This design comes from an exercise in tuning for small area and a short achievable clock period on the open sky130 flow, not from production work. Where RTL was checked, it was by simulation tests only, not by an equivalence proof against the original. Power figures rest on the tool's default switching activity, not on a simulated workload.

==> job 5231 <==
==> flow/design.v (excerpt) <==
module CPU(
    clk,
    rst_n,
    in_valid,
    instruction,
    out_valid,
    instruction_fail,
    out_0,
    out_1,
    out_2,
    out_3,
    out_4,
    out_5
);
clock: 4.5 ns
lec_check: 0
cap_margin: 20
core_margin: 2
core_utilization: 40
setup_slack_margin: 2.0
slew_margin: 20
run.sh (not shown) runs the stock make flow with config.mk's settings and CLKGATE_MAP_FILE= SYNTH_SCRIPT=/design/flow/synth_recipe.tcl, a recipe that flattens the netlist after the stock synthesis.
==> job 9359: changes against job 5231 <==
--- a/flow/design.v
+++ b/flow/design.v
@@ -1,16 +1,15 @@
-module ks_add #(parameter W = 8) (
+module ks_add #(parameter W = 8, parameter L = 3) (   
     input  [W-1:0] a,
     input  [W-1:0] b,
     input          cin,
     output [W-1:0] s,
     output         cout
 );
-    localparam L = $clog2(W);
     wire [W-1:0] p0;
     wire [W-1:0] gg [0:L];
     wire [W-1:0] pp [0:L];
     genvar i, l;
     for (i = 0; i < W; i = i + 1) begin : g_in
         assign p0[i] = a[i] ? ~b[i] : b[i];
         if (i == 0) begin : g_c
             assign gg[0][i] = p0[i] ? cin : a[i];
@@ -109,19 +108,19 @@
     end else begin
         v0 <= in_valid;
         f0 <= in_valid & ~supported;
     end
 end
 wire m1_d = mul0 | (lrelu0 & a0[15]);
 wire [18:0] a0x = {{3{a0[15]}}, a0};
 wire [18:0] tri_a;                       
-ks_add #(.W(19)) u_tri (.a(a0x), .b({a0x[17:0], 1'b0}), .cin(1'b0), .s(tri_a), .cout());
+ks_add #(.W(19), .L(5)) u_tri (.a(a0x), .b({a0x[17:0], 1'b0}), .cin(1'b0), .s(tri_a), .cout());
 wire [15:0] neg_a;                       
-ks_add #(.W(16)) u_neg (.a(~a0), .b(16'd0), .cin(1'b1), .s(neg_a), .cout());
+ks_add #(.W(16), .L(4)) u_neg (.a(~a0), .b(16'd0), .cin(1'b1), .s(neg_a), .cout());
 wire [15:0] shl = (sh0[4]) ? 16'd0 : (a0 << sh0[3:0]);
 function automatic [4:0] booth8(input [3:0] g);
     logic [2:0] c;
     c = g[2:0] ^ {3{g[3]}};
     booth8[0] = ~c[2] & (c[1] ^ c[0]);
     booth8[1] = (~c[2] & c[1] & c[0]) | (c[2] & ~c[1] & ~c[0]);
     booth8[2] = c[2] & (c[1] ^ c[0]);
     booth8[3] = c[2] & c[1] & c[0];
@@ -152,47 +151,50 @@
 assign sd[17] = 1'b0;
 assign sd[18] = (sk == 4'd4);
 assign sd[19] = 1'b0;
 assign sd[20] = (sk == 4'd3);
 assign sd[21] = (sk == 4'd2);
 assign sd[22] = 1'b0;
 assign sd[23] = (sk == 4'd1);
 assign sd[24] = 1'b0;
-wire [24:0] ad = 25'd1 << 22;
-wire [15:0] r5_d = m1_d ? ((b0[15] & ~b0[14]) ? neg_a : (~b0[15] & b0[14]) ? a0 : 16'd0) :
-                   add0 ? b0 :
-                   sra0 ? ((sk == 4'd0) ? a0 : 16'd0) :
-                   sll0 ? shl :
-                   (relu0 & a0[15]) ? 16'd0 : a0;
-logic [15:0] a1, r5;
+wire [24:0] ad = 25'd1 << 23;
+wire r5_neg = m1_d & b0[15] & ~b0[14];
+wire r5_a   = (m1_d & ~b0[15] & b0[14]) | (sra0 & (sk == 4'd0)) |
+              (~m1_d & ~add0 & ~sra0 & ~sll0 & ~(relu0 & a0[15]));
+wire r5_b   = add0;
+wire r5_sh  = sll0;
+wire [15:0] r5_d = ({16{r5_neg}} & neg_a) | ({16{r5_a}} & a0) |
+                   ({16{r5_b}} & b0) | ({16{r5_sh}} & shl);
+logic [16:0] a1;
+logic [15:0] r5;
 logic [18:0] t1;
 logic [24:0] dg1;
 logic [2:0]  d1;
 logic        v1, f1;
 always_ff @(posedge clk) begin
-    a1 <= a0;
-    t1 <= m1_d ? tri_a : {a0, 3'b000};
+    a1 <= add0 ? {a0, 1'b0} : {a0[15], a0};
+    t1 <= tri_a;
     r5 <= r5_d;
     dg1 <= m1_d ? gm : sra0 ? sd : add0 ? ad : 25'd0;
     d1 <= d0;
 end
 always_ff @(posedge clk or negedge rst_n) begin
     if (!rst_n) begin
         v1 <= 1'b0;
         f1 <= 1'b0;
     end else begin
         v1 <= v0;
         f1 <= f0;
     end
 end
-wire [18:0] m1x = {{3{a1[15]}}, a1};
-wire [18:0] m2x = {{2{a1[15]}}, a1, 1'b0};
+wire [18:0] m1x = {{2{a1[16]}}, a1};
+wire [18:0] m2x = {a1[16], a1, 1'b0};
 wire [18:0] m3x = t1;
-wire [18:0] m4x = {a1[15], a1, 2'b0};
+wire [18:0] m4x = {a1, 2'b0};
 function automatic [18:0] ppsel(input [4:0] g, input [18:0] x1, input [18:0] x2,
                                 input [18:0] x3, input [18:0] x4);
     ppsel = ({19{g[0]}} & x1) | ({19{g[1]}} & x2) | ({19{g[2]}} & x3) | ({19{g[3]}} & x4);
     ppsel = ppsel ^ {19{g[4]}};
 endfunction
 wire [18:0] pp0 = ppsel(dg1[4:0],   m1x, m2x, m3x, m4x);
 wire [18:0] pp1 = ppsel(dg1[9:5],   m1x, m2x, m3x, m4x);
 wire [18:0] pp2 = ppsel(dg1[14:10], m1x, m2x, m3x, m4x);
@@ -489,17 +491,17 @@
 assign ty[27] = ts219;
 assign tx[28] = tc220;
 assign ty[28] = ts222;
 assign tx[29] = tc223;
 assign ty[29] = ts225;
 assign tx[30] = tc226;
 assign ty[30] = ts228;
 wire c9;
-ks_add #(.W(9)) u_lo (.a(tx[8:0]), .b(ty[8:0]), .cin(1'b0), .s(), .cout(c9));
+ks_add #(.W(9), .L(4)) u_lo (.a(tx[8:0]), .b(ty[8:0]), .cin(1'b0), .s(), .cout(c9));
 logic [21:0] x2, y2;
 logic        c2;
 logic [2:0]  d2;
 logic        v2, f2;
 always_ff @(posedge clk) begin
     x2 <= tx[30:9];
     y2 <= ty[30:9];
     c2 <= c9;
@@ -510,17 +512,17 @@
         v2 <= 1'b0;
         f2 <= 1'b0;
     end else begin
         v2 <= v1;
         f2 <= f1;
     end
 end
 wire [21:0] sum3;
-ks_add #(.W(22)) u_fin (.a(x2), .b(y2), .cin(c2), .s(sum3), .cout());
+ks_add #(.W(22), .L(5)) u_fin (.a(x2), .b(y2), .cin(c2), .s(sum3), .cout());
 wire [15:0] wb = sum3[21:6];
 wire [15:0] wd = v2 ? wb : 16'd0;
 wire [5:0] we;
 assign we[0] = ~v2 | (~f2 & ~d2[2] & ~d2[1] &  d2[0]);
 assign we[1] = ~v2 | (~f2 & ~d2[2] &  d2[1] & ~d2[0]);
 assign we[2] = ~v2 | (~f2 &  d2[2] & ~d2[1]);
 assign we[3] = ~v2 | (~f2 & ~d2[2] &  d2[1] &  d2[0]);
 assign we[4] = ~v2 | (~f2 &  d2[2] &  d2[1]);
==> flow/flow/run.sh (new file) <==
#!/bin/bash
# The standard layout, with plain buf_2 cells as the port buffers (the default
# port buffer here is the slower and larger clkdlybuf4s50_1).
set -euo pipefail
bash standard.sh BUFFER_PORTS_ARGS="-buffer_cell sky130_fd_sc_hd__buf_2" finish > run_standard.log 2>&1
==> flow/standard.sh (new file) <==
#!/bin/bash
# synth_recipe.tcl (not shown) runs the flow's synth.tcl, then flattens the netlist and writes it again
# the make line also repeats each setting of config.mk as NAME=value (left out here)
make -C /OpenROAD-flow-scripts/flow DESIGN_CONFIG=/design/flow/config.mk WORK_HOME=/design/flow/orfs CLKGATE_MAP_FILE= SYNTH_SCRIPT=/design/flow/synth_recipe.tcl "${@:-finish}"
CORE_UTILIZATION = 45   (was 40)
removed: flow/run.sh
==> job 1622: changes against job 5231 <==
--- a/flow/design.v
+++ b/flow/design.v
@@ -1,16 +1,15 @@
-module ks_add #(parameter W = 8) (
+module ks_add #(parameter W = 8, parameter L = 3) (   
     input  [W-1:0] a,
     input  [W-1:0] b,
     input          cin,
     output [W-1:0] s,
     output         cout
 );
-    localparam L = $clog2(W);
     wire [W-1:0] p0;
     wire [W-1:0] gg [0:L];
     wire [W-1:0] pp [0:L];
     genvar i, l;
     for (i = 0; i < W; i = i + 1) begin : g_in
         assign p0[i] = a[i] ? ~b[i] : b[i];
         if (i == 0) begin : g_c
             assign gg[0][i] = p0[i] ? cin : a[i];
@@ -109,19 +108,19 @@
     end else begin
         v0 <= in_valid;
         f0 <= in_valid & ~supported;
     end
 end
 wire m1_d = mul0 | (lrelu0 & a0[15]);
 wire [18:0] a0x = {{3{a0[15]}}, a0};
 wire [18:0] tri_a;                       
-ks_add #(.W(19)) u_tri (.a(a0x), .b({a0x[17:0], 1'b0}), .cin(1'b0), .s(tri_a), .cout());
+ks_add #(.W(19), .L(5)) u_tri (.a(a0x), .b({a0x[17:0], 1'b0}), .cin(1'b0), .s(tri_a), .cout());
 wire [15:0] neg_a;                       
-ks_add #(.W(16)) u_neg (.a(~a0), .b(16'd0), .cin(1'b1), .s(neg_a), .cout());
+ks_add #(.W(16), .L(4)) u_neg (.a(~a0), .b(16'd0), .cin(1'b1), .s(neg_a), .cout());
 wire [15:0] shl = (sh0[4]) ? 16'd0 : (a0 << sh0[3:0]);
 function automatic [4:0] booth8(input [3:0] g);
     logic [2:0] c;
     c = g[2:0] ^ {3{g[3]}};
     booth8[0] = ~c[2] & (c[1] ^ c[0]);
     booth8[1] = (~c[2] & c[1] & c[0]) | (c[2] & ~c[1] & ~c[0]);
     booth8[2] = c[2] & (c[1] ^ c[0]);
     booth8[3] = c[2] & c[1] & c[0];
@@ -489,17 +488,17 @@
 assign ty[27] = ts219;
 assign tx[28] = tc220;
 assign ty[28] = ts222;
 assign tx[29] = tc223;
 assign ty[29] = ts225;
 assign tx[30] = tc226;
 assign ty[30] = ts228;
 wire c9;
-ks_add #(.W(9)) u_lo (.a(tx[8:0]), .b(ty[8:0]), .cin(1'b0), .s(), .cout(c9));
+ks_add #(.W(9), .L(4)) u_lo (.a(tx[8:0]), .b(ty[8:0]), .cin(1'b0), .s(), .cout(c9));
 logic [21:0] x2, y2;
 logic        c2;
 logic [2:0]  d2;
 logic        v2, f2;
 always_ff @(posedge clk) begin
     x2 <= tx[30:9];
     y2 <= ty[30:9];
     c2 <= c9;
@@ -510,17 +509,17 @@
         v2 <= 1'b0;
         f2 <= 1'b0;
     end else begin
         v2 <= v1;
         f2 <= f1;
     end
 end
 wire [21:0] sum3;
-ks_add #(.W(22)) u_fin (.a(x2), .b(y2), .cin(c2), .s(sum3), .cout());
+ks_add #(.W(22), .L(5)) u_fin (.a(x2), .b(y2), .cin(c2), .s(sum3), .cout());
 wire [15:0] wb = sum3[21:6];
 wire [15:0] wd = v2 ? wb : 16'd0;
 wire [5:0] we;
 assign we[0] = ~v2 | (~f2 & ~d2[2] & ~d2[1] &  d2[0]);
 assign we[1] = ~v2 | (~f2 & ~d2[2] &  d2[1] & ~d2[0]);
 assign we[2] = ~v2 | (~f2 &  d2[2] & ~d2[1]);
 assign we[3] = ~v2 | (~f2 & ~d2[2] &  d2[1] &  d2[0]);
 assign we[4] = ~v2 | (~f2 &  d2[2] &  d2[1]);
CORE_UTILIZATION = 65   (was 40)
==> qor summary <==
                                                              job 5231                 job 9359                 job 1622
Status                                         complete, no violations  complete, no violations  complete, no violations
Worst ir drop on vdd                                          0.416 mV                 0.348 mV                 0.463 mV
Layout clock area frac                                          0.0470                   0.0525                   0.0480
Total power                                                    11.8 mW                  7.81 mW                  11.6 mW
Top routing layer used                                            met4                     met5                     met4
Clock buffers created by TritonCTS                                  30                       34                       29
Amount of wire on met2 after detailed routing                 28900 µm                 28600 µm                 27700 µm
Synth unique cells                                                  79                       78                       79
Reg2reg start                                                   dg1[3]                   dg1[7]                   dg1[3]
Measured slew at the worst slew-check pin                      1.11 ns                  1.08 ns                  1.14 ns
Worst Hold Launch                                                d0[0]                    d1[1]                    d1[0]
Worst setup path endpoint                                       x2[11]                    x2[6]                   x2[12]
Vias after detailed routing                                      16500                    16500                    17300
Clkbuf count                                                        46                       42                       39
The RTL of job 5231 was laid out without a check of its function.

## what the ideal ports hide
No port has a modelled driver above. Below, the same layouts with a new extraction and two added sets of constraints.
Step 1, drivers: a clkbuf_16 drives clk and a buf_2 each remaining input, both assumed.
Step 2 also shifts input and output timing later by t, the mid clock arrival at the registers, as if the neighbouring blocks saw the same clock.
Three values: ideal ports, drivers, drivers and shift; two values: the first two.
| run | t (ns) | slack for setup (ns) | hold WS [ns] | clock arrival spread, ns | worst data-port slew with drivers (ns) |
|---|---|---|---|---|---|
| job 5231 | 0.619 | 1.975 / 1.966 / 1.538 | 0.323 / 0.323 / 0.323 | 0.011 / 0.011 | 0.05 |
| job 9359 | 0.598 | 1.988 / 1.988 / 1.688 | 0.325 / 0.325 / 0.325 | 0.040 / 0.040 | 0.07 |
| job 1622 | 0.611 | 1.765 / 1.765 / 1.625 | 0.333 / 0.333 / 0.333 | 0.022 / 0.021 | 0.06 |
After both steps every run listed still meets setup and hold. The setup slack of job 5231, which loses most, moves by -0.009 ns with the drivers and by -0.437 ns with both steps.
